From an optimization exercise on the open Yosys and OpenROAD flow, aimed at small area, a short achievable clock period and few clock cycles per item; shortcuts taken in it are not production practice.
At most, simulation tests tie the RTL to the original design; equivalence was not proved.
Only the layout flow was run in runs 1, 2, 8 and 9; the RTL was not checked for function there.
Power figures rest on the tool's default switching activity, not on a simulated workload.

<file path="flow/config.mk">
export PLATFORM = sky130hd
export DESIGN_NAME = APB_Slave
export DESIGN_NICKNAME = APB_Slave
export VERILOG_FILES = /design/flow/design.v
export SDC_FILE = /design/flow/constraint.sdc
export NUM_CORES = 4
export LEC_CHECK = 0
export CAP_MARGIN = 20
export CORE_MARGIN = 2
export CORE_UTILIZATION = 65
export CTS_CLUSTER_DIAMETER = 100
export CTS_CLUSTER_SIZE = 24
export SETUP_SLACK_MARGIN = 3.3
export SLEW_MARGIN = 20
export SYNTH_HIERARCHICAL = 1
</file>
<file path="flow/constraint.sdc">
create_clock -name core_clock -period 5.5 [get_ports {PCLK}]
set_input_delay 1.1000 -clock core_clock [delete_from_list [all_inputs] [get_ports {PCLK}]]
set_output_delay 1.1000 -clock core_clock [all_outputs]
set_load 0.01 [all_outputs]
</file>
<file path="flow/design.v">
module APB_Slave_or8
(   input       [7:0] sel,
    input       [7:0] d,
    output            y
);
    assign y = |(sel & d);
endmodule
module APB_Slave_nor2
(   input       [1:0] a,
    output            y
);
    assign y = ~|a;
endmodule
module APB_Slave_nand2
(   input       [1:0] a,
    output            y
);
    assign y = ~&a;
endmodule
module APB_Slave_rdbit
(   input       [31:0] sel,
    input       [31:0] d,
    output             q
);
    wire  [3:0] p;                                               
    wire  [1:0] n;                                               
    genvar k;
    generate
        for (k = 0; k < 4; k = k + 1) begin : g8
            APB_Slave_or8 u (.sel(sel[8*k+7:8*k]), .d(d[8*k+7:8*k]), .y(p[k]));
        end
        for (k = 0; k < 2; k = k + 1) begin : g16
            APB_Slave_nor2 u (.a(p[2*k+1:2*k]), .y(n[k]));
        end
    endgenerate
    APB_Slave_nand2 u32 (.a(n), .y(q));
endmodule
module APB_Slave_dec
(   input        [4:0] addr,
    input              wr,                                       
    output      [31:0] rsel,
    output      [31:0] wsel
);
    genvar g;
    generate
        for (g = 0; g < 32; g = g + 1) begin : w
            assign rsel[g] = (addr == g);
            assign wsel[g] = wr && (addr == g);
        end
    endgenerate
endmodule
module APB_Slave#( parameter DWIDTH = 32, AWIDTH = 5)
(   input                                      PCLK,             
    input                                   PRESETn,             
    input                                     PSELx,             
    input                                   PENABLE,             
    input                        [AWIDTH-1:0] PADDR,             
    input                                    PWRITE,             
    input                       [DWIDTH-1:0] PWDATA,             
    output reg                  [DWIDTH-1:0] PRDATA,             
    output                                   PREADY,             
    output                                   PSLVERR             
);
    localparam DEPTH = 2**AWIDTH;
    localparam LANES = 4;
    localparam LW    = DWIDTH / LANES;
    reg           [DWIDTH-1:0] mem_arr[DEPTH-1:0];
    wire          [DWIDTH-1:0] rd_word;
    wire                       wr = PSELx && PENABLE && PWRITE;
    genvar l, g, b;
    generate
        for (l = 0; l < LANES; l = l + 1) begin : lane
            wire [DEPTH-1:0] rsel;                               
            wire [DEPTH-1:0] wsel;                               
            APB_Slave_dec u_dec (.addr(PADDR), .wr(wr), .rsel(rsel), .wsel(wsel));
            for (g = 0; g < DEPTH; g = g + 1) begin : word
                always @(posedge PCLK)
                    if (wsel[g])
                        mem_arr[g][l*LW +: LW] <= PWDATA[l*LW +: LW];
            end
            for (b = l*LW; b < (l+1)*LW; b = b + 1) begin : rd
                wire [DEPTH-1:0] column;
                for (g = 0; g < DEPTH; g = g + 1) begin : col
                    assign column[g] = mem_arr[g][b];
                end
                APB_Slave_rdbit u_bit (.sel(rsel), .d(column), .q(rd_word[b]));
            end
        end
    endgenerate
always @(posedge PCLK)
begin
    PRDATA <= rd_word;
end
    assign PREADY  = 1'b1;
    assign PSLVERR = 1'b0;
endmodule
</file>
<file path="flow/run.sh">
#!/bin/bash
# synth_recipe.tcl (not shown) runs the flow's synth.tcl, then flattens the netlist and writes it again
# the make line also repeats each setting of config.mk as NAME=value (left out here)
make -C /OpenROAD-flow-scripts/flow DESIGN_CONFIG=/design/flow/config.mk WORK_HOME=/design/flow/orfs CLKGATE_MAP_FILE= SYNTH_SCRIPT=/design/flow/synth_recipe.tcl finish
</file>
==> results of run 1 <==
## per-module statistics from Yosys (local to each module, per instance), a selection
module	area, µm²	cells	flops+latches	times used
APB_Slave	31420	1061	1056	1
APB_Slave_dec	452.9	94	0	4
APB_Slave_nor2	3.754	1	0	64
APB_Slave_nand2	3.754	1	0	32
APB_Slave_or8	36.28	5	0	128
## power groups by stage
| stage | sequential (mW) | clock (mW) | combinational (mW) |
|---|---|---|---|
| 2_1_floorplan | 9.09 | 0 | 0.274 |
| 3_3_place_gp | 9.07 | 0 | 0.641 |
| 3_5_place_dp | 9.07 | 0 | 0.655 |
| 4_1_cts | 8.89 | 4.02 | 0.734 |
| 5_1_grt | 8.90 | 4.27 | 0.808 |
| 6_report | 8.89 | 3.97 | 0.769 |
## synthesized netlist by cell type
cell / n
or2_2: 4
dfxtp_1: 32
or3_1: 4
or4b_4: 4
nand2b_1: 8
and3_1: 1
nand2_1: 36
nand4_1: 132
nand3_1: 4
buf_4: 2
a22oi_1: 512
edfxtp_1: 1024
nand4b_1: 12
nand4bb_1: 12
clkbuf_1: 16
buf_2: 24
or3b_1: 4
nand3b_1: 12
or3b_4: 8
conb_1: 2
nor2_1: 320
## per-stage QoR
stage	hold slack (ns)	worst slack, ns	instance area [µm²]	cells	util
floorplan	0.5144	2.996	39600	2173	-
global placement	0.5610	1.165	41200	3014	0.7115
detailed placement	0.5650	1.104	41200	3014	0.7114
CTS	0.5850	3.261	44070	3189	0.7610
global route	0.6196	3.228	44520	3216	0.7687
finish	0.5810	3.288	44520	3216	0.7687
## what timing repair did
item	4_1_cts	5_1_grt
setup endpoints to repair	1088	401
gates resized for setup	365	33
pin swaps	24	13
buffers inserted	82	23
cloned	6	4
## final cells by class
class,instances,share of cell area
clock buffer,87,0.03075
multi-input combinational,1079,0.1933
sequential,1056,0.7054
tap,765,0.02150
timing repair buffer,229,0.04910
## metal layers
| metal | share of wire | vias to the layer above |
|---|---|---|
| li1 | - | 9488 |
| met1 | 0.39 | 11050 |
| met2 | 0.51 | 932 |
| met3 | 0.071 | 127 |
| met4 | 0.027 | 0 |
| met5 | 0 | - |
## cells by family (layout without fill, tap and decap cells)
group | count (synthesis) | count (layout) | synth area share
other | 2 | 2 | 0.0001964
flip-flops | 1056 | 1056 | 0.8210
AND/OR/NAND/NOR | 561 | 565 | 0.07320
AO/OA/AOI/OAI | 512 | 512 | 0.1005
buffers and inverters | 42 | 316 | 0.005105
## cells in the final DEF (no fill, tap or decap), types with 32 or more instances in the layout
| cell | instances |
|---|---|
| nand2_1 | 32 |
| nor2_1 | 51 |
| a22oi_1 | 502 |
| clkbuf_1 | 38 |
| nor2_4 | 202 |
| buf_4 | 132 |
| clkbuf_16 | 52 |
| nor2_2 | 67 |
| edfxtp_1 | 1024 |
| nand4_1 | 132 |
## worst paths after layout
path | from | to | slack, ns
setup / recovery | PADDR[3] | PRDATA[18] | 3.29
hold / removal | mem_arr[14][25] | PRDATA[25] | 0.58
setup reg to reg | mem_arr[21][30] | PRDATA[30] | 4.12
hold reg to reg | mem_arr[14][25] | PRDATA[25] | 0.58
## worst max-delay path, stage by stage
cell	delay, ns
buf_6	0.18
clkbuf_16	0.23
or3b_4	0.23
nor2_4	0.09
a22oi_1	0.32
nand4_1	0.20
nor2_1	0.23
nand2_1	0.09
## registers in the layout, summed over array words and instances (netlist names)
register / flops
mem_arr: 1024
PRDATA: 32
==> summary.txt, run 1 <==
Worst VDD drop=approximately 0.39 mV; fmax=452.1 MHz; Initial DRC Count=approximately 2400; IO buf count=a little over 70; Vias per Instance=6.716; Reg clk slew, reported paths=roughly 0.090 ns; area of the multi-input gates=between 8000 and 9000 µm²; Die Y=between 200 and 250 µm; fillers=3292; pin count of the biggest net entering global routing=39; Initial Util=0.6602; maxcap violations=0; wire length of the first global-routing pass=between 100000 and 150000 µm; cell taking the most area after synthesis=edfxtp_1; HPWL Detailed=around 52000 µm; # hold bufs at CTS=0; Int Power=10.82 mW; leakage power total=13.12 nW; Worst setup SP type=primary input; Fin Setup TNS=0 ns; Critical Path RT=about 6.0 ns; status=timing/DRC/antenna clean; Ys Warns=8; Area Growth Syn to Fin=16.44%; layout cells sized above 1=0.2395; site row count=between 80 and 90; worst setup path class=in2reg; DRC errors left=0; # clock sinks=roughly 1100; Layout Skew=about 0.013 ns; total grt overflow=0; met1 usage=0.4057; Syn Inst Count=about 2200; Final Critical Period=about 2.2 ns; Clock Latency Late Sink=between 0.6 and 0.7 ns; Worst Tran Pin Value=slightly above 0.6 ns; WL final=just under 90000 µm; clock buffer depth=3; Setup Viol. Count Final=0; share of the synthesized area in the top cell type=0.8042; FF/Latch Area=about 31000 µm²; TritonCTS Buffers=49; post-synthesis cell type count=21; WL/cell=about 27 µm; Final Slew Violations=0; met2 GRT Util=0.4793; combinational share of power=0.056; Synth Area per Inst=17.60 µm²; clock root cell=clkbuf_16; syn nets=approximately 2200; headroom to the max-slew limit=0.5849; FF-to-FF path depth=4; via count=around 22000; hold depth=4; number of antenna violations at the first check in global routing=0; FF+latch count, synth=between 1000 and 1500; die width=roughly 250 µm; die footprint=60780 µm²; final hold violations=0; total track usage=0.2862; total power=approximately 14 mW; number of global-route vias before repair=between 20000 and 25000; RSZ-0062 raised after global routing=true; drt pass-1 iters=6; CTS tree=built; crit path max fanout=8; Flop pwr share=0.653; nets=between 2000 and 2500; n_diodes=0; core area=57920 µm²; gpl congestion=slightly above 0.8; pwr/cell area=~310 nW/µm²; Detail Route Antenna Nets=0; Synth area leaders=edfxtp_1 (80%), a22oi_1 (10%), nor2_1 (3.1%), nand4_1 (2.2%), dfxtp_1 (1.7%); clock network power share=0.291; M3 GR Usage=0.03072; busiest grt layer=met2; CP endpoint kind=flip-flop; switching share of total power=0.2058; Worst EP arrival=approximately 2.7 ns; # IOs=76; period utilization=0.4021; Mapped Area=about 38000 µm²; switching power=between 2 and 3 mW; Seq/Total Area, Yosys=0.8210; CTS H-tree lvls=2; Worst Hold Class=reg2reg
==> run 2, diff against run 1 <==
--- a/flow/design.v
+++ b/flow/design.v
@@ -64,3 +64,3 @@
     localparam DEPTH = 2**AWIDTH;
-    localparam LANES = 4;
+    localparam LANES = 2;
     localparam LW    = DWIDTH / LANES;
==> run 2 against run 1 <==
  * Combinational power fell by 13%
  * Non-clock buffer count rose by 71
  * Wire length increased by 7.5%
  * Power up 0.27%
  * Design area down 0.28%
==> summary.txt, run 2 <==
Clock Latency Late Sink=between 0.6 and 0.7 ns; n_diodes=0; final hold violations=0; cell taking the most area after synthesis=edfxtp_1; clock network power share=0.299; switching share of total power=0.2050; Area Growth Syn to Fin=18.92%; pin count of the biggest net entering global routing=33; Post-synth top cells=edfxtp_1 (1024), a22oi_1 (512), nor2_1 (192); share of the synthesized area in the top cell type=0.8237; site row count=87; drt pass-1 iters=5; Setup Viol. Count Final=0; leakage power total=approximately 14 nW; headroom to the max-slew limit=0.5306; Cells after DPL=2800; CP endpoint kind=flip-flop; max reg flops=1024; commonest cells after routing, fill and taps aside=edfxtp_1 (1024), a22oi_1 (510), nand4_1 (130), nor2_4 (130), buf_4 (126); clock buffer depth=3; worst setup path class=in2reg; layout cells sized above 1=0.2311; Async S/R FF share, synth=0; total track usage=0.3100; FF+latch count, synth=roughly 1100; Worst EP arrival=~2.7 ns; Reg clk slew, reported paths=~0.090 ns; DRC errors left=0; # hold bufs at CTS=0; # clock sinks=1056; die footprint=between 50000 and 60000 µm²; Initial Util=0.6595; gpl congestion=around 0.85; wire length of the first global-routing pass=around 130000 µm; WL/cell=between 30 and 40 µm; Flop pwr share=0.652; Slowest cell on crit path=nand4bb_1; most frequent cell after synthesis=edfxtp_1; Worst VDD drop=approximately 0.36 mV; Die Y=around 240 µm; commonest non-fill, non-tap cell in the layout=edfxtp_1; CTS H-tree lvls=2; Worst Tran Pin Value=about 0.7 ns; Compound-Gate Fraction of Synth Area=0.1030; # IOs=76; HPWL Detailed=49090 µm; Post-synth EDFFs=between 1000 and 1500; most used cell, CP=buf_12; Int Power=roughly 11 mW; Adder-Cell Fraction of Synth Area=0; Non-Filler Instances=a little over 3000; Final Critical Period=2.335 ns; Worst Hold Class=reg2reg; Initial DRC Count=about 2500; CP Cell Sequence=buf_4 -> and3_4 -> buf_12 -> nand4bb_1 -> nor2_4 -> buf_12; die width=between 200 and 250 µm; post-synthesis simple-gate area fraction=0.05313; worst path buffer plus inverter count=3; fmax=around 430 MHz; RSZ-0062 raised after global routing=true; Top reg by flops=mem_arr; Detail Route Antenna Nets=0; core area=approximately 57000 µm²; WL final=~94000 µm; Layout Skew=0.02059 ns; Syn Inst Count=1985; Vias per Instance=between 6 and 7; syn nets=approximately 2000; IO buf count=72; pwr/cell area=approximately 300 nW/µm²; Post-Place Setup Slack=roughly 1.2 ns; Synth Area in XOR/XNOR=0; crit path max fanout=16; number of antenna violations at the first check in global routing=0; Primary FF master, synth=edfxtp_1; largest family of logic cells by synthesized area=compound AO/OA/AOI/OAI gates; Worst setup SP type=primary input; combinational share of power=0.049; Seq/Total Area, Yosys=0.8409; status=timing/DRC/antenna clean; Largest regs=mem_arr: 1024 flops, PRDATA: 32 flops; final worst setup slack=roughly 3.2 ns; Synth Area per Inst=18.81 µm²; Fin Setup TNS=0 ns; TritonCTS Buffers=roughly 50; clock root cell=clkbuf_16; CP top delay family=simple AND/OR/NAND/NOR gates; Final Slew Violations=0; CP max stage delay=0.47 ns; nets=about 2400; mux share of post-synthesis cell area=0; via count=about 21000; period utilization=0.4245; Critical Path RT=between 5 and 6 ns; CTS tree=built; Ys Warns=8; maxcap violations=0; Synth area leaders=edfxtp_1 (82%), a22oi_1 (10%), nand4_1 (2.2%), nor2_1 (1.9%), dfxtp_1 (1.7%); switching power=roughly 2.8 mW; post-synthesis cell type count=21; Mapped Area=between 30000 and 40000 µm²; total grt overflow=0; number of global-route vias before repair=20900
==> run 2: cell types whose count changed after synthesis, moves of 6 or more <==
| cell | change |
|---|---|
| buf_2 | -12 |
| nand4b_1 | -6 |
| clkbuf_1 | -8 |
| nand4bb_1 | -6 |
| nor2_1 | -128 |
| nand3b_1 | -6 |
==> run 2: final cells by class <==
| cell class | count | area, µm² |
|---|---|---|
| Sequential cell | 1056 | 31420 |
| Fill cell | 2959 | 12210 |
| Multi-Input combinational cell | 912 | 6995 |
| Timing Repair Buffer | 300 | 3607 |
| Clock buffer | 89 | 1419 |
| Tap cell | 756 | 945.9 |
| Clock inverter | 1 | 8.758 |
==> run 2: routing by layer <==
metal / track usage / wire length (µm)
met5: 0 / 0
met4: 0.1263 / 3949
met2: 0.5290 / 47780
met1: 0.4077 / 34100
met3: 0.04351 / 7796
==> run 2: stage by stage <==
stage	utilization	total power, mW	area (µm²)	hold WS, ns
after detailed placement	0.6996	9.646	39600	0.5626
after CTS	0.7769	13.62	43980	0.5913
after global routing	0.7843	14.02	44390	0.6121
final	0.7843	13.66	44390	0.5894
after global placement	0.6996	9.628	39600	0.5475
after floorplan	-	9.300	38100	0.5144
==> run 2: worst paths after layout <==
| path | depth (start not counted) | start | end | slack (ns) |
|---|---|---|---|---|
| worst min-delay path | 4 | mem_arr[6][3] | PRDATA[3] | 0.59 |
| worst min register to register | 4 | mem_arr[6][3] | PRDATA[3] | 0.59 |
| worst max-delay path | 6 | PWRITE | mem_arr[6][18] | 3.17 |
| worst max register to register | 4 | mem_arr[19][19] | PRDATA[19] | 4.13 |
==> run 2: worst min-delay path, stage by stage, from the launching register on <==
cell	delay, ns
edfxtp_1	0.33
a22oi_1	0.06
nand4_1	0.08
nor2_1	0.04
nand2_1	0.05
==> run 2: per-module statistics from Yosys (local to each module, per instance), excerpt <==
| module | flops+latches | cells inside | cell area, µm² |
|---|---|---|---|
| APB_Slave | 1056 | 1061 | 31420 |
| APB_Slave_dec | 0 | 94 | 452.9 |
| APB_Slave_nand2 | 0 | 1 | 3.754 |
| APB_Slave_nor2 | 0 | 1 | 3.754 |
| APB_Slave_or8 | 0 | 5 | 36.28 |
==> run 2: power by group through the flow <==
stage | Sequential (mW) | Clock [mW] | Combinational [mW]
finish | 8.91 | 4.08 | 0.672
global placement | 9.09 | 0 | 0.541
CTS | 8.91 | 4.10 | 0.620
global route | 8.91 | 4.40 | 0.702
floorplan | 9.09 | 0 | 0.206
detailed placement | 9.09 | 0 | 0.559
==> run 2: logic make-up (layout without fill, tap and decap cells) <==
| logic type | count (synthesis) | count (layout) |
|---|---|---|
| other | 2 | 2 |
| buffers and inverters | 22 | 390 |
| DFF | 1056 | 1056 |
| AOI/OAI and AO/OA | 512 | 512 |
| and+or+nand+nor | 393 | 398 |
==> run 2: timing repair <==
action | 4_1_cts | 5_1_grt
hold endpoints to repair | 0 | 0
setup endpoints to repair | 1126 | 407
pin swaps | 101 | 22
buffers inserted | 188 | 28
gates cloned | 6 | 2
resized for setup | 296 | 48
==> run 3, diff against run 2 <==
--- a/flow/design.v
+++ b/flow/design.v
@@ -38,4 +38,5 @@
 module APB_Slave_dec
-(   input        [4:0] addr,
-    input              wr,                                       
+(   input        [3:0] lo_n,                                     
+    input        [3:0] lo_wr_n,                                  
+    input        [7:0] hi_n,                                     
     output      [31:0] rsel,
@@ -46,4 +47,4 @@
         for (g = 0; g < 32; g = g + 1) begin : w
-            assign rsel[g] = (addr == g);
-            assign wsel[g] = wr && (addr == g);
+            assign rsel[g] = ~(lo_n[g % 4]    | hi_n[g / 4]);
+            assign wsel[g] = ~(lo_wr_n[g % 4] | hi_n[g / 4]);
         end
@@ -64,3 +65,3 @@
     localparam DEPTH = 2**AWIDTH;
-    localparam LANES = 2;
+    localparam LANES = 4;
     localparam LW    = DWIDTH / LANES;
@@ -69,2 +70,13 @@
     wire                       wr = PSELx && PENABLE && PWRITE;
+    reg                  [3:0] lo_n, lo_wr_n;                    
+    reg                  [7:0] hi_n;                             
+    integer                    k;
+    always @(*) begin
+        for (k = 0; k < 4; k = k + 1) begin
+            lo_n[k]    = ~(PADDR[1:0] == k);
+            lo_wr_n[k] = ~(wr && PADDR[1:0] == k);
+        end
+        for (k = 0; k < 8; k = k + 1)
+            hi_n[k]    = ~(PADDR[4:2] == k);
+    end
     genvar l, g, b;
@@ -74,3 +86,3 @@
             wire [DEPTH-1:0] wsel;                               
-            APB_Slave_dec u_dec (.addr(PADDR), .wr(wr), .rsel(rsel), .wsel(wsel));
+            APB_Slave_dec u_dec (.lo_n(lo_n), .lo_wr_n(lo_wr_n), .hi_n(hi_n), .rsel(rsel), .wsel(wsel));
             for (g = 0; g < DEPTH; g = g + 1) begin : word
--- a/flow/config.mk
+++ b/flow/config.mk
@@ -9,6 +9,6 @@
 export CORE_MARGIN = 2
-export CORE_UTILIZATION = 65
+export CORE_UTILIZATION = 60
 export CTS_CLUSTER_DIAMETER = 100
 export CTS_CLUSTER_SIZE = 24
-export SETUP_SLACK_MARGIN = 3.3
+export SETUP_SLACK_MARGIN = 3.4
 export SLEW_MARGIN = 20
==> run 3 against run 2 <==
  * Die area is 11% higher
  * Non-clock buffer count is 65 lower
  * Critical path type unchanged
  * Largest power group unchanged
  * Sequential cell count stayed put
  * Highest routed layer unchanged
  * Clock-buffer cell count is 1 lower
==> summary.txt, run 3 <==
status=timing/DRC/antenna clean; # hold bufs at CTS=0; WL final=91830 µm; number of antenna violations at the first check in global routing=0; post-synthesis cell type count=16; Worst Tran Pin Value=between 0.6 and 0.7 ns; # IOs=between 70 and 80; Initial DRC Count=between 2000 and 3000; period utilization=0.3961; Top reg by flops=mem_arr; Reg clk slew, reported paths=about 0.09 ns; drt pass-1 iters=5; IO buf count=72; max reg flops=1024; Post-synth top cells=edfxtp_1 (1024), a22oi_1 (512), nor2_1 (321); worst setup path class=in2reg; Worst EP arrival=around 2.8 ns; Final Slew Violations=0; Setup Viol. Count Final=0; CP endpoint kind=flip-flop; site row count=92; Initial Util=0.6059; gpl congestion=0.7976; Seq/Total Area, Yosys=0.8228; die footprint=65620 µm²; maxcap violations=0; Final Critical Period=about 2.2 ns; Die Y=about 260 µm; pin count of the biggest net entering global routing=33; routed length on met2=between 40000 and 50000 µm; Ys Warns=8; layout cells sized above 1=0.2673; hold depth=4; CTS tree=built; r2r setup slk=around 4.2 ns; Mapped Area=around 38000 µm²; Syn Inst Count=between 2000 and 2500; share of the synthesized area in the top cell type=0.8060; WL/cell=~28 µm; wire length of the first global-routing pass=131300 µm; core area=62970 µm²; total grt overflow=0; via count=~21000; commonest cells after routing, fill and taps aside=edfxtp_1 (1024), a22oi_1 (435), nor2_4 (193), nand4_1 (128), buf_4 (101); DR WL met3=just over 7000 µm; FF-to-FF path depth=4; die width=between 200 and 300 µm; Worst setup SP type=primary input; DRC errors left=0; nets=between 2000 and 2500; # clock sinks=~1100; highest metal used=met4; syn nets=~2200; Fin Setup TNS=0 ns; leakage power total=13.20 nW; CTS H-tree lvls=2; crit path max fanout=8; Worst VDD drop=0.2914 mV; Area Growth Syn to Fin=17.33%; cell taking the most area after synthesis=edfxtp_1; pwr/cell area=just over 300 nW/µm²; fillers=4005; FF+latch count, synth=between 1000 and 1500; Critical Path RT=around 6 ns; Post-synth EDFFs=between 1000 and 1500; headroom to the max-slew limit=0.5971; Clock Latency Late Sink=around 0.63 ns; commonest non-fill, non-tap cell in the layout=edfxtp_1; Synth Area per Inst=about 18 µm²; Non-Filler Instances=between 3000 and 4000; Worst Hold Class=reg2reg; clock root cell=clkbuf_16; total track usage=0.2779; Async S/R FF share, synth=0; Detail Route Antenna Nets=0; final hold violations=0; RSZ-0062 raised after global routing=true; HPWL Detailed=52950 µm; Cells after DPL=between 3000 and 4000; Met1 Wirelength=~38000 µm; Vias per Instance=6.473; Synth area leaders=edfxtp_1 (81%), a22oi_1 (10%), nor2_1 (3.2%), nand4_1 (2.1%), dfxtp_1 (1.7%); number of global-route vias before repair=20470; TritonCTS Buffers=49; Largest regs=mem_arr: 1024 flops, PRDATA: 32 flops; clock buffer depth=3; Layout Skew=approximately 0.015 ns; most frequent cell after synthesis=edfxtp_1; Primary FF master, synth=edfxtp_1; n_diodes=0; fmax=between 400 and 500 MHz
-- run 3: cell count changes after synthesis, moves of 2 or more --
cell | previous run | this run
nor2_1 | 192 | 321
buf_6 | 0 | 48
or3b_4 | 4 | 0
nand3b_1 | 6 | 3
or4b_4 | 2 | 0
nand4b_1 | 6 | 0
buf_2 | 12 | 0
buf_4 | 2 | 18
nand4bb_1 | 6 | 0
nand4_1 | 130 | 128
clkbuf_1 | 8 | 0
or2_2 | 2 | 0
-- run 3: timing repair --
action	4_1_cts	5_1_grt
endpoints found under the setup margin	1088	440
resized for setup	318	126
cloned	12	1
buffers inserted	57	41
pin swaps	43	52
-- run 3: cell type report --
| class | instances | area, µm² | share of cell area |
|---|---|---|---|
| multi-input combinational | 1019 | 8303 | 0.1855 |
| clock buffer | 88 | 1373 | 0.03066 |
| tap | 846 | 1059 | 0.02365 |
| sequential | 1056 | 31410 | 0.7018 |
| timing repair buffer | 235 | 2615 | 0.05842 |
-- run 3: final timing paths --
check,startpoint,to
worst min-delay path,mem_arr[22][27],PRDATA[27]
worst min register to register,mem_arr[22][27],PRDATA[27]
worst max register to register,mem_arr[3][0],PRDATA[0]
worst max-delay path,PADDR[2],PRDATA[4]
-- run 3: metrics by stage --
step                        util  setup slack [ns]  power (mW)  cell area [µm²]  hold WS [ns]
after CTS                 0.6967             3.296       13.64            43870        0.5686
after global placement    0.6551             1.330       9.713            41250        0.5401
after floorplan                -             3.287       9.363            39830        0.5144
after detailed placement  0.6553             1.418       9.727            41260        0.5493
after global routing      0.7109             3.296       14.02            44760        0.5992
final                     0.7109             3.321       13.63            44760        0.5618
-- run 3: critical path, cell delays in order --
cell and delay [ns]:
buf_12 0.11, or3b_4 0.47, buf_12 0.18, buf_12 0.13, nor2_4 0.25, buf_6 0.14, a22oi_2 0.08, nand4_1 0.15
nor2_2 0.06, nand2_1 0.06
-- run 3: logic make-up after synthesis --
kind of cell,after synthesis,share of synthesized area
other cells,2,0.0001969
buf+inv,66,0.01771
flops,1056,0.8228
simple gates,498,0.05854
compound gates,512,0.1008
-- run 3: power by group --
group | switching, mW | internal, mW
logic | 0.507 | 0.271
registers | 0.0242 | 8.88
clock network | 2.25 | 1.70
total | 2.79 | 10.8
-- run 3: metal layers --
metal  GRT usage  vias to the layer above
met4     0.06725                        0
li1            -                     9276
met1      0.4031                    10770
met2      0.4530                      848
met3     0.04040                      109
met5           0                        -
-- run 3: Yosys stat by module, one instance, submodules excluded, excerpt --
module	copies in the design	area, µm²
APB_Slave_nor2	64	3.754
APB_Slave_dec	4	405.4
APB_Slave_or8	128	36.28
APB_Slave_nand2	32	3.754
APB_Slave	1	31520
Testbench counts of run 3, summed over its fixed seeds: cycles 8,184, transfers 4,096.
==> run 4, diff against run 3 <==
--- a/flow/config.mk
+++ b/flow/config.mk
@@ -9,6 +9,7 @@
 export CORE_MARGIN = 2
-export CORE_UTILIZATION = 60
+export CORE_UTILIZATION = 65
 export CTS_CLUSTER_DIAMETER = 100
 export CTS_CLUSTER_SIZE = 24
-export SETUP_SLACK_MARGIN = 3.4
+export GPL_ROUTABILITY_DRIVEN = 0
+export SETUP_SLACK_MARGIN = 3.3
 export SLEW_MARGIN = 20
==> run 4 against run 3 <==
  * Synthesized area stayed put
  * Sequential share of layout area is 1.5 points higher
  * Largest power group unchanged
  * Via count is 2.0% higher
  * Non-clock buffer count is 41 lower
  * Worst setup slack worse by 0.025 ns
  * Critical endpoint is now PRDATA[25]
==> summary.txt, run 4 <==
final hold violations=0; Finished Cell Area=~44000 µm²; syn nets=around 2200; number of global-route vias before repair=20460; CTS H-tree lvls=2; combinational share of power=0.053; die width=approximately 250 µm; HPWL Detailed=roughly 52000 µm; WL final=~94000 µm; leakage power total=12.90 nW; cell taking the most area after synthesis=edfxtp_1; Worst setup SP type=primary input; IO buf count=72; RSZ-0062 raised after global routing=true; Async S/R FF share, synth=0; Critical Path RT=6.00 ns; Cells after DPL=2959; Flop pwr share=0.650; Vias per Instance=6.852; clock network power share=0.297; Layout Skew=0.01425 ns; Clock Latency Late Sink=about 0.63 ns; status=timing/DRC/antenna clean; most frequent cell after synthesis=edfxtp_1; Int Power=10.86 mW; headroom to the max-slew limit=0.4202; Final Critical Period=roughly 2.2 ns; final design utilization=0.7568; clock buffer depth=3; drt pass-1 iters=6; Syn Inst Count=2134; worst path buffer plus inverter count=2; Post-synth top cells=edfxtp_1 (1024), a22oi_1 (512), nor2_1 (321); Initial Util=0.6587; # IOs=76; CP endpoint kind=flip-flop; layout cells sized above 1=0.2352; WL/cell=between 30 and 40 µm; via count=between 20000 and 25000; Synth area leaders=edfxtp_1 (81%), a22oi_1 (10%), nor2_1 (3.2%), nand4_1 (2.1%), dfxtp_1 (1.7%); Non-Filler Instances=3126; period utilization=0.4006; Ys Warns=8; post-synthesis cell type count=16; pwr/cell area=roughly 310 nW/µm²; max reg flops=roughly 1000; commonest non-fill, non-tap cell in the layout=edfxtp_1; CP top delay family=simple AND/OR/NAND/NOR gates; Worst Hold Class=reg2reg; total power=around 14 mW; switching power=between 2 and 3 mW; fmax=between 400 and 500 MHz; total track usage=0.3084; Reg clk slew, reported paths=around 0.09 ns; # hold bufs at CTS=0; Worst VDD drop=0.3599 mV; hold depth=4; FF-to-FF path depth=4; Initial DRC Count=just under 3000; pin count of the biggest net entering global routing=33; # clock sinks=1056; switching share of total power=0.2067; Post-synth EDFFs=1024; Slowest cell on crit path=nand2b_4; worst setup path class=in2reg; DRC errors left=0; Detail Route Antenna Nets=0; Setup Viol. Count Final=0; Synth Area per Inst=around 18 µm²; core area=approximately 58000 µm²; Area Growth Syn to Fin=14.89%; TritonCTS Buffers=just under 50; dpl cell area=40820 µm²; total grt overflow=0; clock root cell=clkbuf_16; CP Cell Sequence=buf_8 -> nand2b_4 -> buf_12 -> nor2_1 -> a22oi_1 -> nand4_1 -> nor2_2 -> nand2_1; number of antenna violations at the first check in global routing=1; CTS tree=built; Worst EP arrival=2.71 ns; CP max stage delay=roughly 0.30 ns; commonest cells after routing, fill and taps aside=edfxtp_1 (1024), a22oi_1 (460), nor2_4 (177), nand4_1 (128), buf_4 (86); Fin Setup TNS=0 ns; Seq/Total Area, Yosys=0.8228; crit path max fanout=8; Worst Tran Pin Value=around 0.87 ns; Final Slew Violations=0; maxcap violations=0; Primary FF master, synth=edfxtp_1; wire length of the first global-routing pass=between 100000 and 150000 µm; Largest regs=mem_arr: 1024 flops, PRDATA: 32 flops; Mapped Area=between 30000 and 40000 µm²; Die Y=~250 µm; site row count=between 80 and 90; nets=2362; die footprint=60650 µm²; Top reg by flops=mem_arr; FF+latch count, synth=around 1100; share of the synthesized area in the top cell type=0.8060; WP depth=8; fillers=around 3400
run 4: cell counts after synthesis:
No cell type changed its count.
run 4: per-layer routing:
layer,vias to the layer above,track usage,share of wire
met3,140,0.03497,0.092
met5,-,0,0.00023
met4,2,0.07388,0.024
met1,10980,0.4461,0.38
li1,9198,-,-
met2,1105,0.5136,0.50
run 4: logic make-up (layout without fill, tap and decap cells):
family | Yosys count | after routing | share of synthesized area
DFF | 1056 | 1056 | 0.8228
other | 2 | 3 | 0.0001969
and+or+nand+nor | 498 | 505 | 0.05854
buffers and inverters | 66 | 285 | 0.01771
AOI/OAI and AO/OA | 512 | 512 | 0.1008
run 4: path summary, 6_finish.rpt:
path | start | to | slack (ns)
max | PADDR[0] | PRDATA[25] | 3.30
min | mem_arr[22][21] | PRDATA[21] | 0.58
max reg2reg | mem_arr[8][2] | PRDATA[2] | 4.19
min reg2reg | mem_arr[22][21] | PRDATA[21] | 0.58
run 4: power by group through the flow:
stage / Sequential (mW) / Combinational (mW) / Clock [mW]
3_5_place_dp: 9.07 / 0.635 / 0
5_1_grt: 8.90 / 0.758 / 4.37
6_report: 8.89 / 0.731 / 4.07
4_1_cts: 8.89 / 0.684 / 4.09
3_3_place_gp: 9.07 / 0.620 / 0
2_1_floorplan: 9.09 / 0.252 / 0
run 4: area by class of cell:
| cell class | instances | area, µm² | share of cell area |
|---|---|---|---|
| tap | 765 | 957.2 | 0.02184 |
| clock inverter | 1 | 8.758 | 0.0001998 |
| sequential | 1056 | 31410 | 0.7165 |
| timing repair buffer | 194 | 1966 | 0.04484 |
| clock buffer | 90 | 1423 | 0.03246 |
| antenna | 1 | 2.502 | 0.00005709 |
| multi-input combinational | 1019 | 8070 | 0.1841 |
run 4: modules after synthesis, one instance, submodules excluded, a selection:
module           cells inside  flip-flops and latches  copies in the design  cell area, µm²
APB_Slave                1078                    1056                     1           31520
APB_Slave_nand2             1                       0                    32           3.754
APB_Slave_or8               5                       0                   128           36.28
APB_Slave_nor2              1                       0                    64           3.754
APB_Slave_dec              80                       0                     4           405.4
run 4: timing repair:
action | CTS | global route
endpoints found under the setup margin | 1088 | 59
cloned | 11 | 3
pin swaps | 17 | 17
gates resized for setup | 304 | 99
setup buffers | 41 | 20
run 4: worst min-delay path, stage by stage, from the launching register on:
cell	delay [ns]
edfxtp_1	0.33
a22oi_1	0.06
nand4_1	0.07
nor2_1	0.04
nand2_1	0.05
run 4: per-stage QoR:
step                hold slack (ns)  worst slack, ns
detailed placement           0.5749            1.098
finish                       0.5842            3.297
CTS                          0.5914            3.288
floorplan                    0.5144            3.143
global route                 0.6189            3.277
global placement             0.5639            1.270
==> run 5, diff against run 4 <==
--- a/flow/config.mk
+++ b/flow/config.mk
@@ -12,3 +12,3 @@
 export CTS_CLUSTER_SIZE = 24
-export GPL_ROUTABILITY_DRIVEN = 0
+export PLACE_DENSITY = 0.8
 export SETUP_SLACK_MARGIN = 3.3
==> run 5 against run 4 <==
  * Still clean
  * Sequential share of layout area is 0.20 points higher
  * Clock-buffer cell count down 1
  * Combinational power grew 1%
  * Clock power shrank 2%
  * Register-to-register slack lost 0.10 ns
  * Worst setup slack worse by 0.051 ns
  * Synthesized area unchanged
  * Design area is 0.29% lower
  * Highest routed layer is now met4
==> summary.txt, run 5 <==
Slowest cell on crit path=a22oi_1; # hold bufs at CTS=0; final worst setup slack=~3.2 ns; Reg2Reg Capture Point=PRDATA[15]; total track usage=0.3090; share of the synthesized area in the top cell type=0.8060; syn nets=2176; Non-Filler Instances=3109; # clock sinks=around 1100; # IOs=76; final design utilization=0.7546; number of antenna violations at the first check in global routing=0; Ys Warns=8; Worst setup SP type=primary input; post-synthesis cell type count=16; pin count of the biggest net entering global routing=33; drt pass-1 iters=6; headroom to the max-slew limit=0.6220; fmax=between 400 and 500 MHz; Die Y=around 250 µm; Detail Route Antenna Nets=0; worst setup path class=in2reg; commonest cells after routing, fill and taps aside=edfxtp_1 (1024), a22oi_1 (479), nor2_4 (178), nand4_1 (128), nor2_2 (90); Async S/R FF share, synth=0; Final Slew Violations=0; total power=13.62 mW; total grt overflow=0; Cells after DPL=a little under 3000; WL final=95860 µm; IO buf count=roughly 70; Worst R2R Start=mem_arr[3][15]; r2r setup slk=~4.1 ns; Post-synth top cells=edfxtp_1 (1024), a22oi_1 (512), nor2_1 (321); commonest non-fill, non-tap cell in the layout=edfxtp_1; core area=around 58000 µm²; Largest regs=mem_arr: 1024 flops, PRDATA: 32 flops; status=timing/DRC/antenna clean; Setup Viol. Count Final=0; Initial DRC Count=3677; layout cells sized above 1=0.2235; cell taking the most area after synthesis=edfxtp_1; Post-synth EDFFs=1024; site row count=88; clock buffer depth=3; Critical Path RT=approximately 6 ns; Syn Inst Count=about 2100; CP endpoint kind=flip-flop; gpl congestion=roughly 0.83; CP Cell Sequence=buf_4 -> or3_4 -> buf_6 -> nor2_4 -> a22oi_1 -> nand4_1 -> nor2_1 -> nand2_1; Clock Latency Late Sink=0.64 ns; Top reg by flops=mem_arr; Initial Util=0.6587; Final Critical Period=between 2 and 2.5 ns; pwr/cell area=between 300 and 400 nW/µm²; Hold Path End=PRDATA[18]; max reg flops=1024; Worst Hold Class=reg2reg; maxcap violations=0; number of global-route vias before repair=21240; Seq/Total Area, Yosys=0.8228; Worst Tran Pin Value=about 0.56 ns; Primary FF master, synth=edfxtp_1; wire length of the first global-routing pass=approximately 140000 µm; Reg clk slew, reported paths=0.09 ns; hold depth=4; FF-to-FF path depth=4; HPWL Detailed=between 50000 and 60000 µm; Mapped Area=about 38000 µm²; Synth area leaders=edfxtp_1 (81%), a22oi_1 (10%), nor2_1 (3.2%), nand4_1 (2.1%), dfxtp_1 (1.7%); TritonCTS Buffers=49; Synth Area per Inst=around 18 µm²; Area Growth Syn to Fin=14.56%; die footprint=between 60000 and 70000 µm²; Min-Delay Startpoint=mem_arr[6][18]; via count=roughly 22000; DRC errors left=0; Worst EP arrival=~2.8 ns; FF+latch count, synth=around 1100; die width=between 200 and 250 µm; Worst VDD drop=just over 0.3 mV; fillers=3078; Vias per Instance=between 7 and 8; CTS tree=built; RSZ-0062 raised after global routing=true; most frequent cell after synthesis=edfxtp_1; Post-Place Setup Slack=1.408 ns; Fin Setup TNS=0 ns; CTS H-tree lvls=2; final hold violations=0; WL/cell=around 31 µm; Layout Skew=0.01398 ns; period utilization=0.4099; n_diodes=0; crit path max fanout=11; leakage power total=approximately 13 nW; nets=roughly 2300; clock root cell=clkbuf_16; CP max stage delay=~0.35 ns
run 5: cell counts after synthesis:
Identical to the previous run, type by type.
run 5: where the power goes:
group	internal (mW)	leakage, nW	switching [mW]	total (mW)
Clock	1.70	0.651	2.29	3.99
Sequential	8.87	9.48	0.0188	8.89
Combinational	0.219	2.77	0.519	0.738
run 5: Yosys stat by module, one instance, submodules excluded, a selection:
module,flip-flops and latches,cells inside
APB_Slave_or8,0,5
APB_Slave_dec,0,80
APB_Slave_nand2,0,1
APB_Slave_nor2,0,1
APB_Slave,1056,1078
run 5: cell families after synthesis:
group                  Yosys count  synth area share
other                            2         0.0001969
flip-flops                    1056            0.8228
AND/OR/NAND/NOR                498           0.05854
buffers and inverters           66           0.01771
AO/OA/AOI/OAI                  512            0.1008
run 5: worst max path at each step:
stage / startpoint / end / slack, ns / cells past startpoint
after floorplan: PWRITE / mem_arr[19][0] / 3.14 / 4
after global placement: PWRITE / mem_arr[27][14] / 1.53 / 5
after detailed placement: PWRITE / mem_arr[31][13] / 1.41 / 5
after CTS: PADDR[0] / PRDATA[31] / 3.29 / 8
after global routing: PADDR[3] / PRDATA[13] / 3.20 / 8
final: PADDR[3] / PRDATA[15] / 3.25 / 8
run 5: per-stage QoR:
stage | hold slack [ns] | area, µm²
final | 0.6046 | 43700
after global routing | 0.6299 | 43700
after CTS | 0.6009 | 43110
after detailed placement | 0.5783 | 40790
after global placement | 0.5520 | 40790
after floorplan | 0.5144 | 39370
run 5: area by class of cell:
class                           count  area, µm²  share of cell area
Clock buffer                       89       1376             0.03149
Multi-Input combinational cell   1017       7985              0.1827
Sequential cell                  1056      31400              0.7185
Tap cell                          765      957.2             0.02190
Timing Repair Buffer              182       1986             0.04543
run 5: what timing repair did:
action	CTS	global route
cloned	13	4
pin swaps	9	13
setup buffers	35	14
resized for setup	294	87
setup endpoints to repair	1088	234
run 5: critical path, delay by kind of cell:
kind            cells  cell delay [ns]
buf+inv             2             0.45
compound gates      1             0.35
simple gates        5             0.83
run 5: per-layer routing:
metal  GRT usage  up-vias  part of all wire
li1            -     9152                 -
met3     0.04041      265              0.12
met1      0.4365    11010              0.34
met2      0.4962     1756              0.49
met5           0        -                 0
met4      0.1293        0             0.044
==> run 6, diff against run 5 <==
--- a/flow/config.mk
+++ b/flow/config.mk
@@ -12,3 +12,2 @@
 export CTS_CLUSTER_SIZE = 24
-export PLACE_DENSITY = 0.8
 export SETUP_SLACK_MARGIN = 3.3
==> run 6 against run 5 <==
  * Via count decreased by 3.4%
  * Synthesized area unchanged
  * Register-to-register slack improved by 0.10 ns
  * Power increased by 0.52%
  * Cell count increased by 0.55%
  * Largest power group unchanged
  * Worst setup slack improved by 0.051 ns
  * Clock-buffer cell count increased by 1
  * Still clean
  * Highest routed layer is now met5
==> summary.txt, run 6 <==
Worst EP arrival=around 2.7 ns; Initial Util=0.6587; Vias per Instance=6.852; CTS tree=built; core area=57920 µm²; total track usage=0.3084; period utilization=0.4006; DRC errors left=0; nets=2362; layout cells sized above 1=0.2352; max reg flops=roughly 1000; most frequent cell after synthesis=edfxtp_1; number of antenna violations at the first check in global routing=1; commonest cells after routing, fill and taps aside=edfxtp_1 (1024), a22oi_1 (460), nor2_4 (177), nand4_1 (128), buf_4 (86); Primary FF master, synth=edfxtp_1; clock buffer depth=3; Initial DRC Count=slightly below 3000; Die Y=246.3 µm; Post-synth top cells=edfxtp_1 (1024), a22oi_1 (512), nor2_1 (321); site row count=88; Area Growth Syn to Fin=14.89%; Fin Setup TNS=0 ns; Detail Route Antenna Nets=0; WL/cell=about 30 µm; die footprint=60650 µm²; Mapped Area=38150 µm²; drt pass-1 iters=6; # IOs=between 70 and 80; post-synthesis cell type count=16; Final Slew Violations=0; RSZ-0062 raised after global routing=true; WL final=93860 µm; final hold violations=0; commonest non-fill, non-tap cell in the layout=edfxtp_1; fmax=around 450 MHz; die width=246.3 µm; CP Cell Sequence=buf_8 -> nand2b_4 -> buf_12 -> nor2_1 -> a22oi_1 -> nand4_1 -> nor2_2 -> nand2_1; Clock Latency Late Sink=between 0.6 and 0.7 ns; headroom to the max-slew limit=0.4202; FF+latch count, synth=1056; cell taking the most area after synthesis=edfxtp_1; TritonCTS Buffers=49; Worst setup SP type=primary input; Top reg by flops=mem_arr; Largest regs=mem_arr: 1024 flops, PRDATA: 32 flops; worst path buffer plus inverter count=2; Syn Inst Count=2134; Critical Path RT=~6.0 ns; pwr/cell area=312.4 nW/µm²; crit path max fanout=8; Seq/Total Area, Yosys=0.8228; CP top delay family=simple AND/OR/NAND/NOR gates; IO buf count=72; Async S/R FF share, synth=0; share of the synthesized area in the top cell type=0.8060; Worst Hold Class=reg2reg; Synth area leaders=edfxtp_1 (81%), a22oi_1 (10%), nor2_1 (3.2%), nand4_1 (2.1%), dfxtp_1 (1.7%); CP endpoint kind=flip-flop; gpl congestion=~0.86; final design utilization=0.7568; syn nets=~2200; Reg clk slew, reported paths=0.09 ns; CP max stage delay=roughly 0.3 ns; Ys Warns=8; Worst VDD drop=around 0.36 mV; maxcap violations=0; Cells after DPL=2959; wire length of the first global-routing pass=132700 µm; worst setup path class=in2reg; total grt overflow=0; pin count of the biggest net entering global routing=33; Synth Area per Inst=between 15 and 20 µm²; status=timing/DRC/antenna clean; HPWL Detailed=between 50000 and 60000 µm; Non-Filler Instances=approximately 3100; # clock sinks=approximately 1100; CTS H-tree lvls=2; Post-synth EDFFs=1024; Slowest cell on crit path=nand2b_4; number of global-route vias before repair=20460; fillers=about 3400; Setup Viol. Count Final=0; leakage power total=12.90 nW; Final Critical Period=around 2.2 ns; clock root cell=clkbuf_16; Layout Skew=roughly 0.014 ns; Worst Tran Pin Value=0.8697 ns; via count=21420
==> run 6: kinds of logic (layout without fill, tap and decap cells) <==
logic type / Yosys count / count (layout) / share of synthesized area
AND/OR/NAND/NOR: 498 / 505 / 0.05854
flip-flops: 1056 / 1056 / 0.8228
other: 2 / 3 / 0.0001969
buffers and inverters: 66 / 285 / 0.01771
AO/OA/AOI/OAI: 512 / 512 / 0.1008
==> run 6: repair_timing <==
item | CTS | global route
gates resized for setup | 304 | 99
hold buffers | 0 | 0
pin swaps | 17 | 17
endpoints found under the setup margin | 1088 | 59
setup buffers | 41 | 20
gates cloned | 11 | 3
==> run 6: power breakdown <==
part | internal [mW] | switching (mW)
Clock | 1.76 | 2.30
Sequential | 8.87 | 0.0197
Combinational | 0.224 | 0.506
==> run 6: stage by stage <==
step                cell area [µm²]  setup WS [ns]  hold WS, ns  power, mW
finish                        43830          3.297       0.5842      13.69
global route                  43830          3.277       0.6189      14.03
CTS                           43200          3.288       0.5914      13.66
detailed placement            40820          1.098       0.5749      9.708
global placement              40820          1.270       0.5639      9.690
floorplan                     39370          3.143       0.5144      9.346
==> run 6: final timing paths <==
check	cells past startpoint	endpoint	startpoint	slack [ns]
setup / recovery	8	PRDATA[25]	PADDR[0]	3.30
hold / removal	4	PRDATA[21]	mem_arr[22][21]	0.58
setup reg to reg	4	PRDATA[2]	mem_arr[8][2]	4.19
hold reg to reg	4	PRDATA[21]	mem_arr[22][21]	0.58
==> run 6: cell type report <==
type | instances | area, µm² | share of cell area
sequential | 1056 | 31410 | 0.7165
antenna | 1 | 2.502 | 0.00005709
clock inverter | 1 | 8.758 | 0.0001998
clock buffer | 90 | 1423 | 0.03246
multi-input combinational | 1019 | 8070 | 0.1841
timing repair buffer | 194 | 1966 | 0.04484
tap | 765 | 957.2 | 0.02184
==> run 6: modules after synthesis (local to each module, per instance), a selection <==
| module | flip-flops and latches | copies in the design | cells inside |
|---|---|---|---|
| APB_Slave | 1056 | 1 | 1078 |
| APB_Slave_dec | 0 | 4 | 80 |
| APB_Slave_or8 | 0 | 128 | 5 |
| APB_Slave_nand2 | 0 | 32 | 1 |
| APB_Slave_nor2 | 0 | 64 | 1 |
==> run 6: tightest hold or removal path, stage by stage (launching register included) <==
cell and delay (ns):
edfxtp_1 0.33, a22oi_1 0.06, nand4_1 0.07, nor2_1 0.04, nand2_1 0.05
==> run 6: routing by layer <==
| metal | track usage | up-vias | wire [µm] | share of wire |
|---|---|---|---|---|
| li1 | - | 9198 | - | - |
| met1 | 0.4461 | 10980 | 35940 | 0.38 |
| met2 | 0.5136 | 1105 | 47020 | 0.50 |
| met3 | 0.03497 | 140 | 8600 | 0.092 |
| met4 | 0.07388 | 2 | 2276 | 0.024 |
| met5 | 0 | - | 22 | 0.00023 |
==> run 7, diff against run 6 <==
--- a/flow/config.mk
+++ b/flow/config.mk
@@ -10,4 +10,4 @@
 export CORE_UTILIZATION = 65
-export CTS_CLUSTER_DIAMETER = 100
-export CTS_CLUSTER_SIZE = 24
+export CTS_CLUSTER_DIAMETER = 60
+export CTS_CLUSTER_SIZE = 30
 export SETUP_SLACK_MARGIN = 3.3
==> run 7 against run 6 <==
  * Still clean on timing, DRC and antenna
  * Cell count fell by 0.38%
  * Combinational power fell by 1%
  * Synthesized cell count did not move
  * Global-route usage rose by 0.39 points
  * Power rose by 3.6%
  * Clock power rose by 12%
  * Clock skew rose by 0.0070 ns
  * Sequential cell count did not move
  * Design area rose by 0.55%
  * Non-clock buffer count fell by 15
  * Sequential share of layout area fell by 0.39 points
  * Critical path depth did not move
==> summary.txt, run 7 <==
status=timing/DRC/antenna clean; period utilization=0.4063; RSZ-0062 raised after global routing=true; IO buf count=between 70 and 80; layout cells sized above 1=0.2371; pin count of the biggest net entering global routing=33; fillers=3302; Post-synth EDFFs=slightly above 1000; Top reg by flops=mem_arr; Mapped Area=38150 µm²; # hold bufs at CTS=0; die width=246.3 µm; gpl congestion=0.8597; Layout Skew=0.02126 ns; max reg flops=1024; Initial Util=0.6587; WP depth=8; # IOs=76; CTS H-tree lvls=2; final worst setup slack=3.265 ns; Final Slew Violations=0; worst setup path class=in2reg; Reg clk slew, reported paths=approximately 0.11 ns; core area=57920 µm²; Worst setup SP type=primary input; Worst Hold Class=reg2reg; hold depth=4; Clock Latency Late Sink=between 0.6 and 0.7 ns; nets=about 2400; TritonCTS Buffers=52; # clock sinks=between 1000 and 1500; Post-Place Setup Slack=1.098 ns; maxcap violations=0; number of antenna violations at the first check in global routing=3; Hold Slack=0.5919 ns; Min-Delay Startpoint=mem_arr[6][8]; Critical Path RT=slightly above 6 ns; CTS tree=built; Ys Warns=8; WL final=~94000 µm; Primary FF master, synth=edfxtp_1; CP max stage delay=0.30 ns; crit path max fanout=8; pwr/cell area=around 320 nW/µm²; final hold violations=0; syn nets=around 2200; Die Y=246.3 µm; Worst R2R Start=mem_arr[26][26]; CP endpoint kind=flip-flop; HPWL Detailed=52120 µm; most frequent cell after synthesis=edfxtp_1; Slowest cell on crit path=a22oi_1; Async S/R FF share, synth=0; fmax=roughly 450 MHz; r2r setup slk=between 4 and 5 ns; commonest non-fill, non-tap cell in the layout=edfxtp_1; FF+latch count, synth=between 1000 and 1500; Final Critical Period=2.235 ns; share of the synthesized area in the top cell type=0.8060; die footprint=60650 µm²; final design utilization=0.7610; DRC errors left=0; drt pass-1 iters=5; crit path from=PADDR[1]; FF-to-FF path depth=4; Fin Setup TNS=0 ns; Worst EP arrival=2.77 ns; Seq/Total Area, Yosys=0.8228; Detail Route Antenna Nets=0; n_diodes=0; via count=21190; leakage power total=approximately 13 nW; Post-synth top cells=edfxtp_1 (1024), a22oi_1 (512), nor2_1 (321); clock buffer depth=3; worst path buffer plus inverter count=2; Synth area leaders=edfxtp_1 (81%), a22oi_1 (10%), nor2_1 (3.2%), nand4_1 (2.1%), dfxtp_1 (1.7%); headroom to the max-slew limit=0.4207; total power=between 10 and 15 mW; Setup Viol. Count Final=0; Syn Inst Count=between 2000 and 2500; post-synthesis cell type count=16; Largest regs=mem_arr: 1024 flops, PRDATA: 32 flops; Worst VDD drop=0.4201 mV; total track usage=0.3123; commonest cells after routing, fill and taps aside=edfxtp_1 (1024), a22oi_1 (476), nor2_4 (179), nand4_1 (128), nor2_2 (73); Worst Tran Pin Value=0.8689 ns; site row count=88; number of global-route vias before repair=between 20000 and 25000; CP top delay family=simple AND/OR/NAND/NOR gates; cell taking the most area after synthesis=edfxtp_1; Synth Area per Inst=~18 µm²; total grt overflow=0; wire length of the first global-routing pass=134300 µm; Area Growth Syn to Fin=15.53%; Initial DRC Count=2840; clock root cell=clkbuf_16; WL/cell=just over 30 µm; CP Cell Sequence=buf_6 -> nand2b_4 -> buf_4 -> nor2_2 -> a22oi_1 -> nand4_1 -> nor2_1 -> nand2_1; Vias per Instance=6.805
[run 7: cell counts after synthesis]
Identical to the previous run, type by type.
[run 7: Yosys stat by module (local to each module, per instance), a selection]
| module | flops+latches | cells | area, µm² | copies in the design |
|---|---|---|---|---|
| APB_Slave | 1056 | 1078 | 31520 | 1 |
| APB_Slave_dec | 0 | 80 | 405.4 | 4 |
| APB_Slave_nand2 | 0 | 1 | 3.754 | 32 |
| APB_Slave_nor2 | 0 | 1 | 3.754 | 64 |
| APB_Slave_or8 | 0 | 5 | 36.28 | 128 |
[run 7: worst reg2reg max path: stages (launching register included)]
cell	delay, ns
edfxtp_1	0.39
a22oi_1	0.26
nand4_1	0.17
nor2_1	0.24
nand2_1	0.12
[run 7: kinds of logic (layout without fill, tap and decap cells)]
group,Yosys count,count (layout),synth area share
other,2,2,0.0001969
buffers and inverters,66,274,0.01771
AND/OR/NAND/NOR,498,505,0.05854
flip-flops,1056,1056,0.8228
AO/OA/AOI/OAI,512,512,0.1008
[run 7: what timing repair did]
action | in CTS | in global routing
buffers inserted | 34 | 11
cloned | 13 | 2
pin swaps | 24 | 12
setup endpoints to repair | 1088 | 827
resized for setup | 313 | 77
[run 7: final timing paths]
path,endpoint
worst max-delay path,PRDATA[9]
worst min-delay path,PRDATA[8]
worst max register to register,PRDATA[26]
worst min register to register,PRDATA[8]
[run 7: layout make-up]
cell class	count	area [µm²]	share of cell area
sequential	1056	31410	0.7126
multi-input combinational	1019	7983	0.1811
timing repair buffer	179	1934	0.04389
clock buffer	54	1330	0.03018
tap	765	957.2	0.02172
clock inverter	41	464.2	0.01053
[run 7: per-layer routing]
metal  vias up  GRT usage  wire length [µm]
met4         4    0.07300              2359
met2      1059     0.5216             47380
met5         -          0                31
met3       158    0.03649              8291
met1     10780     0.4503             36200
li1       9189          -                 -
[run 7: power by group]
| group | internal, mW | leakage, nW | switching (mW) | total (mW) |
|---|---|---|---|---|
| combinational | 0.220 | 2.72 | 0.503 | 0.723 |
| sequential | 8.87 | 9.48 | 0.0202 | 8.89 |
| clock | 1.95 | 0.872 | 2.62 | 4.57 |
| total | 11.0 | 13.1 | 3.14 | 14.2 |
[run 7: per-stage QoR]
stage,area [µm²],instances
final,44070,3114
after global routing,44070,3114
after CTS,43640,3101
after detailed placement,40820,2959
after global placement,40820,2959
after floorplan,39370,2134
==> run 8, diff against run 7 <==
--- a/flow/design.v
+++ b/flow/design.v
@@ -65,3 +65,3 @@
     localparam DEPTH = 2**AWIDTH;
-    localparam LANES = 4;
+    localparam LANES = 2;
     localparam LW    = DWIDTH / LANES;
--- a/flow/config.mk
+++ b/flow/config.mk
@@ -10,4 +10,4 @@
 export CORE_UTILIZATION = 65
-export CTS_CLUSTER_DIAMETER = 60
-export CTS_CLUSTER_SIZE = 30
+export CTS_CLUSTER_DIAMETER = 100
+export CTS_CLUSTER_SIZE = 24
 export SETUP_SLACK_MARGIN = 3.3
==> run 8 against run 7 <==
  * Power is 4.3% lower
  * Sequential power about the same
  * Combinational power decreased by 7.2%
  * Non-clock buffer count rose by 151
  * Highest routed layer is now met4
  * Critical path type unchanged
  * First-iteration DRC count fell by 4.3%
  * Global-route usage fell by 1.2 points
  * Fmax is 1.9% lower
  * Still clean on timing, DRC and antenna
  * Largest power group unchanged
  * Core utilization grew 2.3 points
==> summary.txt, run 8 <==
worst setup path class=in2reg; gpl congestion=0.7745; Worst EP arrival=2.84 ns; total grt overflow=0; WL/cell=between 20 and 30 µm; r2r setup slk=4.09 ns; Critical Path RT=approximately 6.1 ns; Mapped Area=37340 µm²; fillers=approximately 3000; status=timing/DRC/antenna clean; headroom to the max-slew limit=0.4870; RSZ-0062 raised after global routing=true; Syn Inst Count=between 1500 and 2000; core area=~57000 µm²; WL final=approximately 90000 µm; # clock sinks=between 1000 and 1500; CTS H-tree lvls=2; syn nets=between 2000 and 2500; FF+latch count, synth=roughly 1100; Post-synth EDFFs=around 1000; clock buffer depth=3; wire length of the first global-routing pass=129500 µm; Seq/Total Area, Yosys=0.8407; number of antenna violations at the first check in global routing=0; max reg flops=a little over 1000; clock root cell=clkbuf_16; die width=between 200 and 250 µm; Ys Warns=8; maxcap violations=0; HPWL Detailed=between 40000 and 50000 µm; site row count=87; Worst R2R Start=mem_arr[16][10]; die footprint=slightly below 60000 µm²; Async S/R FF share, synth=0; Initial Util=0.6597; Vias per Instance=about 6.7; fmax=between 400 and 500 MHz; Worst Tran Pin Value=0.7695 ns; Worst setup SP type=primary input; Largest regs=mem_arr: 1024 flops, PRDATA: 32 flops; Reg clk slew, reported paths=0.09 ns; Initial DRC Count=around 2700; crit path from=PADDR[3]; final worst setup slack=about 3.2 ns; via count=20860; cell taking the most area after synthesis=edfxtp_1; most frequent cell after synthesis=edfxtp_1; Primary FF master, synth=edfxtp_1; DRC errors left=0; commonest cells after routing, fill and taps aside=edfxtp_1 (1024), a22oi_1 (503), buf_4 (153), nor2_4 (133), nand4_1 (128); Layout Skew=0.04008 ns; FF/Latch Area=between 30000 and 40000 µm²; # IOs=76; CP endpoint kind=flip-flop; Detail Route Antenna Nets=0; pin count of the biggest net entering global routing=33; Synth Area per Inst=approximately 19 µm²; nets=between 2000 and 2500; Post-Place Setup Slack=~1.3 ns; Synth area leaders=edfxtp_1 (82%), a22oi_1 (10%), nand4_1 (2.1%), nor2_1 (1.9%), dfxtp_1 (1.7%); pwr/cell area=between 300 and 400 nW/µm²; Fin Setup TNS=0 ns; Die Y=approximately 240 µm; TritonCTS Buffers=slightly below 50; share of the synthesized area in the top cell type=0.8235; Area Growth Syn to Fin=18.79%; Top reg by flops=mem_arr; Final Slew Violations=0; Min-Delay Startpoint=mem_arr[15][25]; drt pass-1 iters=5; Post-synth top cells=edfxtp_1 (1024), a22oi_1 (512), nor2_1 (193); commonest non-fill, non-tap cell in the layout=edfxtp_1; post-synthesis cell type count=16; period utilization=0.4143; number of global-route vias before repair=approximately 21000; crit path max fanout=7; leakage power total=around 14 nW; final hold violations=0; Final Critical Period=between 2 and 2.5 ns; layout cells sized above 1=0.2452; total track usage=0.3004; Setup Viol. Count Final=0; Worst Hold Class=reg2reg; CTS tree=built; area of the multi-input gates=just under 7000 µm²; total power=~14 mW; IO buf count=about 70; Clock Latency Late Sink=0.65 ns; n_diodes=0; Worst VDD drop=approximately 0.41 mV
## run 8: cells by family (layout without fill, tap and decap cells)
logic type,count (synthesis),in the layout,share of synthesized area
flip-flops,1056,1056,0.8407
AO/OA/AOI/OAI,512,512,0.1029
AND/OR/NAND/NOR,370,376,0.04695
buffers and inverters,34,403,0.009248
other,2,2,0.0002011
## run 8: per-stage QoR
stage | std cells | utilization | hold slack, ns | cell area, µm²
after floorplan | 1974 | - | 0.5144 | 38280
after global placement | 2778 | 0.6990 | 0.5466 | 39560
after detailed placement | 2778 | 0.6990 | 0.5544 | 39560
after CTS | 3066 | 0.7758 | 0.5596 | 43910
after global routing | 3105 | 0.7836 | 0.5889 | 44360
final | 3105 | 0.7836 | 0.5597 | 44360
## run 8: routing by layer
metal	vias to the layer above	part of all wire	track usage
li1	9004	-	-
met1	10680	0.39	0.4349
met2	1043	0.49	0.4896
met3	138	0.094	0.05023
met4	0	0.022	0.07048
met5	-	0	0
## run 8: report_power, final
| part | switching (mW) | internal [mW] |
|---|---|---|
| registers | 0.0317 | 8.88 |
| clock network | 2.28 | 1.72 |
| logic | 0.437 | 0.234 |
| total | 2.75 | 10.8 |
## run 8: per-module statistics from Yosys, one instance, submodules excluded, excerpt
module,flip-flops and latches,cell area [µm²]
APB_Slave_nor2,0,3.754
APB_Slave_or8,0,36.28
APB_Slave_nand2,0,3.754
APB_Slave_dec,0,405.4
APB_Slave,1056,31520
## run 8: repair_timing
item / CTS / global route
cloned: 8 / 2
setup buffers: 207 / 37
setup endpoints to repair: 1104 / 66
resized for setup: 271 / 52
hold buffers: 0 / 0
pin swaps: 114 / 39
## run 8: path summary, 6_finish.rpt
| check | end | cells past startpoint |
|---|---|---|
| max | PRDATA[7] | 10 |
| min | PRDATA[25] | 4 |
| max reg2reg | PRDATA[10] | 4 |
| min reg2reg | PRDATA[25] | 4 |
## run 8: area by class of cell
class	instances	area share
clock inverters	1	0.0001975
clock buffers	72	0.03055
well taps	756	0.02132
multi-input cells	890	0.1541
repair buffers	330	0.08544
flip-flops and latches	1056	0.7084
## run 8: critical path, cell delays in order
cell and delay [ns]:
buf_12 0.12, or3b_4 0.48, buf_6 0.16, buf_12 0.13, nor2_4 0.22, buf_4 0.19
a22oi_1 0.11, nand4_1 0.18, nor2_1 0.09, nand2_1 0.06
==> run 9, diff against run 8 <==
--- a/flow/design.v
+++ b/flow/design.v
@@ -65,3 +65,3 @@
     localparam DEPTH = 2**AWIDTH;
-    localparam LANES = 2;
+    localparam LANES = 8;
     localparam LW    = DWIDTH / LANES;
==> run 9 against run 8 <==
  * Clock-buffer cell count up 15
  * Power increased by 0.48%
  * Register-to-register slack gained 0.13 ns
  * Clock power about the same
  * First-iteration DRC count fell by 13%
  * Critical path type unchanged
  * Sequential share of layout area down 0.52 points
  * Synthesized cell count is 24% higher
  * Largest cell class unchanged
  * Wire length rose by 7.0%
  * Non-clock buffer count decreased by 139
  * Synthesized area rose by 6.5%
  * Fmax up 1.2%
==> summary.txt, run 9 <==
status=timing/DRC/antenna clean; commonest non-fill, non-tap cell in the layout=edfxtp_1; # IOs=76; Synth Area per Inst=around 16 µm²; via count=approximately 23000; most used cell, CP=nor2_1; period utilization=0.4093; RSZ-0062 raised after global routing=true; Syn Inst Count=approximately 2500; WL final=96250 µm; clock network power share=0.292; Clock Latency Late Sink=0.64 ns; routed length on met2=~50000 µm; number of antenna violations at the first check in global routing=0; Setup Viol. Count Final=0; Initial DRC Count=roughly 2400; pwr/cell area=~310 nW/µm²; cell taking the most area after synthesis=edfxtp_1; fmax=~440 MHz; clock buffer depth=3; DRC errors left=0; worst setup path class=in2reg; Worst Hold Class=reg2reg; Largest regs=mem_arr: 1024 flops, PRDATA: 32 flops; combinational share of power=0.056; CP top delay family=simple AND/OR/NAND/NOR gates; Post-synth top cells=edfxtp_1 (1024), nor2_1 (577), a22oi_1 (512); Die Y=~250 µm; Post-synth EDFFs=slightly above 1000; Reg clk slew, reported paths=0.09 ns; # hold bufs at CTS=0; total grt overflow=0; FF+latch count, synth=approximately 1100; die footprint=between 60000 and 70000 µm²; WL/cell=approximately 28 µm; CP Cell Sequence=buf_4 -> nand3b_1 -> clkbuf_16 -> nor2_1 -> a22oi_1 -> nand4_1 -> nor2_1 -> nand2_1; CP max stage delay=between 0.3 and 0.4 ns; Int Power=~11 mW; max reg flops=between 1000 and 1500; worst path buffer plus inverter count=2; Final Critical Period=about 2.3 ns; total track usage=0.2936; core area=approximately 60000 µm²; Vias per Instance=6.758; Detail Route Antenna Nets=0; number of global-route vias before repair=22840; Mapped Area=approximately 40000 µm²; Initial Util=0.6577; Flop pwr share=0.652; commonest cells after routing, fill and taps aside=edfxtp_1 (1024), a22oi_1 (507), nor2_2 (300), nor2_1 (199), nand4_1 (128); Async S/R FF share, synth=0; highest metal used=met4; Fin Setup TNS=0 ns; TritonCTS Buffers=49; Met1 Wirelength=~37000 µm; Ys Warns=8; Layout Skew=approximately 0.017 ns; post-synthesis cell type count=16; site row count=90; nets=2621; clock root cell=clkbuf_16; Primary FF master, synth=edfxtp_1; CP endpoint kind=flip-flop; pin count of the biggest net entering global routing=47; maxcap violations=0; Worst Tran Pin Value=roughly 0.73 ns; Non-Filler Instances=3399; Worst EP arrival=between 2 and 3 ns; Worst setup SP type=primary input; Top reg by flops=mem_arr; CTS H-tree lvls=2; fillers=between 3000 and 4000; headroom to the max-slew limit=0.5112; HPWL Detailed=49290 µm; final hold violations=0; DR WL met3=approximately 7600 µm; IO buf count=around 70; Synth area leaders=edfxtp_1 (77%), a22oi_1 (9.7%), nor2_1 (5.4%), buf_6 (2.7%), nand4_1 (2.0%); Worst VDD drop=between 0.3 and 0.4 mV; drt pass-1 iters=5; wire length of the first global-routing pass=about 140000 µm; Final Slew Violations=0; layout cells sized above 1=0.2379; crit path max fanout=20; Cells after DPL=about 3200; Area Growth Syn to Fin=12.28%; switching share of total power=0.2084; gpl congestion=just under 0.8; Critical Path RT=~6.0 ns; leakage power total=13.27 nW; Slowest cell on crit path=nand3b_1; syn nets=2496; CTS tree=built; Seq/Total Area, Yosys=0.7893; # clock sinks=between 1000 and 1500; share of the synthesized area in the top cell type=0.7731; die width=~250 µm; switching power=2.843 mW; most frequent cell after synthesis=edfxtp_1
run 9: power by group through the flow:
stage	registers (mW)	logic [mW]	clock network, mW
2_1_floorplan	9.09	0.303	0
3_3_place_gp	9.07	0.648	0
3_5_place_dp	9.07	0.654	0
4_1_cts	8.89	0.713	4.03
5_1_grt	8.90	0.801	4.32
6_report	8.89	0.764	3.99
run 9: cell families (layout without fill, tap and decap cells):
kind of cell | after synthesis | after routing | synth area share
flip-flops | 1056 | 1056 | 0.7893
AND/OR/NAND/NOR | 754 | 767 | 0.08032
AO/OA/AOI/OAI | 512 | 512 | 0.09664
buffers and inverters | 130 | 278 | 0.03360
other | 2 | 4 | 0.0001888
run 9: Yosys stat by module, one instance, submodules excluded, excerpt:
| module | cells | times used | cell area [µm²] | flops+latches |
|---|---|---|---|---|
| APB_Slave_dec | 80 | 8 | 405.4 | 0 |
| APB_Slave_or8 | 5 | 128 | 36.28 | 0 |
| APB_Slave | 1078 | 1 | 31520 | 1056 |
| APB_Slave_nand2 | 1 | 32 | 3.754 | 0 |
| APB_Slave_nor2 | 1 | 64 | 3.754 | 0 |
run 9: what timing repair did:
item / CTS / global route
setup buffers: 35 / 13
cloned: 17 / 11
endpoints found under the setup margin: 1088 / 563
gates resized for setup: 337 / 96
hold endpoints to repair: 0 / 0
pin swaps: 10 / 7
run 9: metal layers:
layer	track usage	up-vias
li1	-	10010
met2	0.5047	1160
met3	0.03655	185
met5	0	-
met4	0.1049	0
met1	0.3920	11620
run 9: final cells by class:
type                            instances  area [µm²]  area share
Antenna cell                            2       5.005   0.0001121
Clock buffer                           87        1369     0.03065
Multi-Input combinational cell       1281        8677      0.1943
Sequential cell                      1056       31400      0.7032
Tap cell                              782       978.4     0.02191
Timing Repair Buffer                  191        2226     0.04985
run 9: stage by stage:
stage               hold slack (ns)    util  total power [mW]  cell area, µm²  setup WS [ns]
floorplan                    0.5144       -             9.397           40580          3.134
global placement             0.5732  0.6862             9.720           41490          1.414
detailed placement           0.5813  0.6866             9.728           41520          1.342
CTS                          0.5987  0.7275             13.63           43990          3.176
global route                 0.6261  0.7384             14.01           44650          3.236
finish                       0.5956  0.7384             13.64           44650          3.249
run 9: path summary, 6_finish.rpt:
check	from	endpoint	slack [ns]	cells after the start
setup reg to reg	mem_arr[0][20]	PRDATA[20]	4.22	4
hold reg to reg	mem_arr[18][22]	PRDATA[22]	0.60	4
hold / removal	mem_arr[18][22]	PRDATA[22]	0.60	4
setup / recovery	PADDR[3]	PRDATA[14]	3.25	8
run 9: worst register-to-register path: stages (launching register included):
cell and delay [ns]:
edfxtp_1 0.38, a22oi_1 0.33, nand4_1 0.15, nor2_1 0.20, nand2_1 0.10

Re-timed with assumed drivers on the ports (clkbuf_16 on the clock, buf_2 on other inputs), run 9 has 3.234 ns of setup slack against 3.249 ns with ideal ports, and 2.583 ns once port delays also move by the mid clock arrival of 0.688 ns.
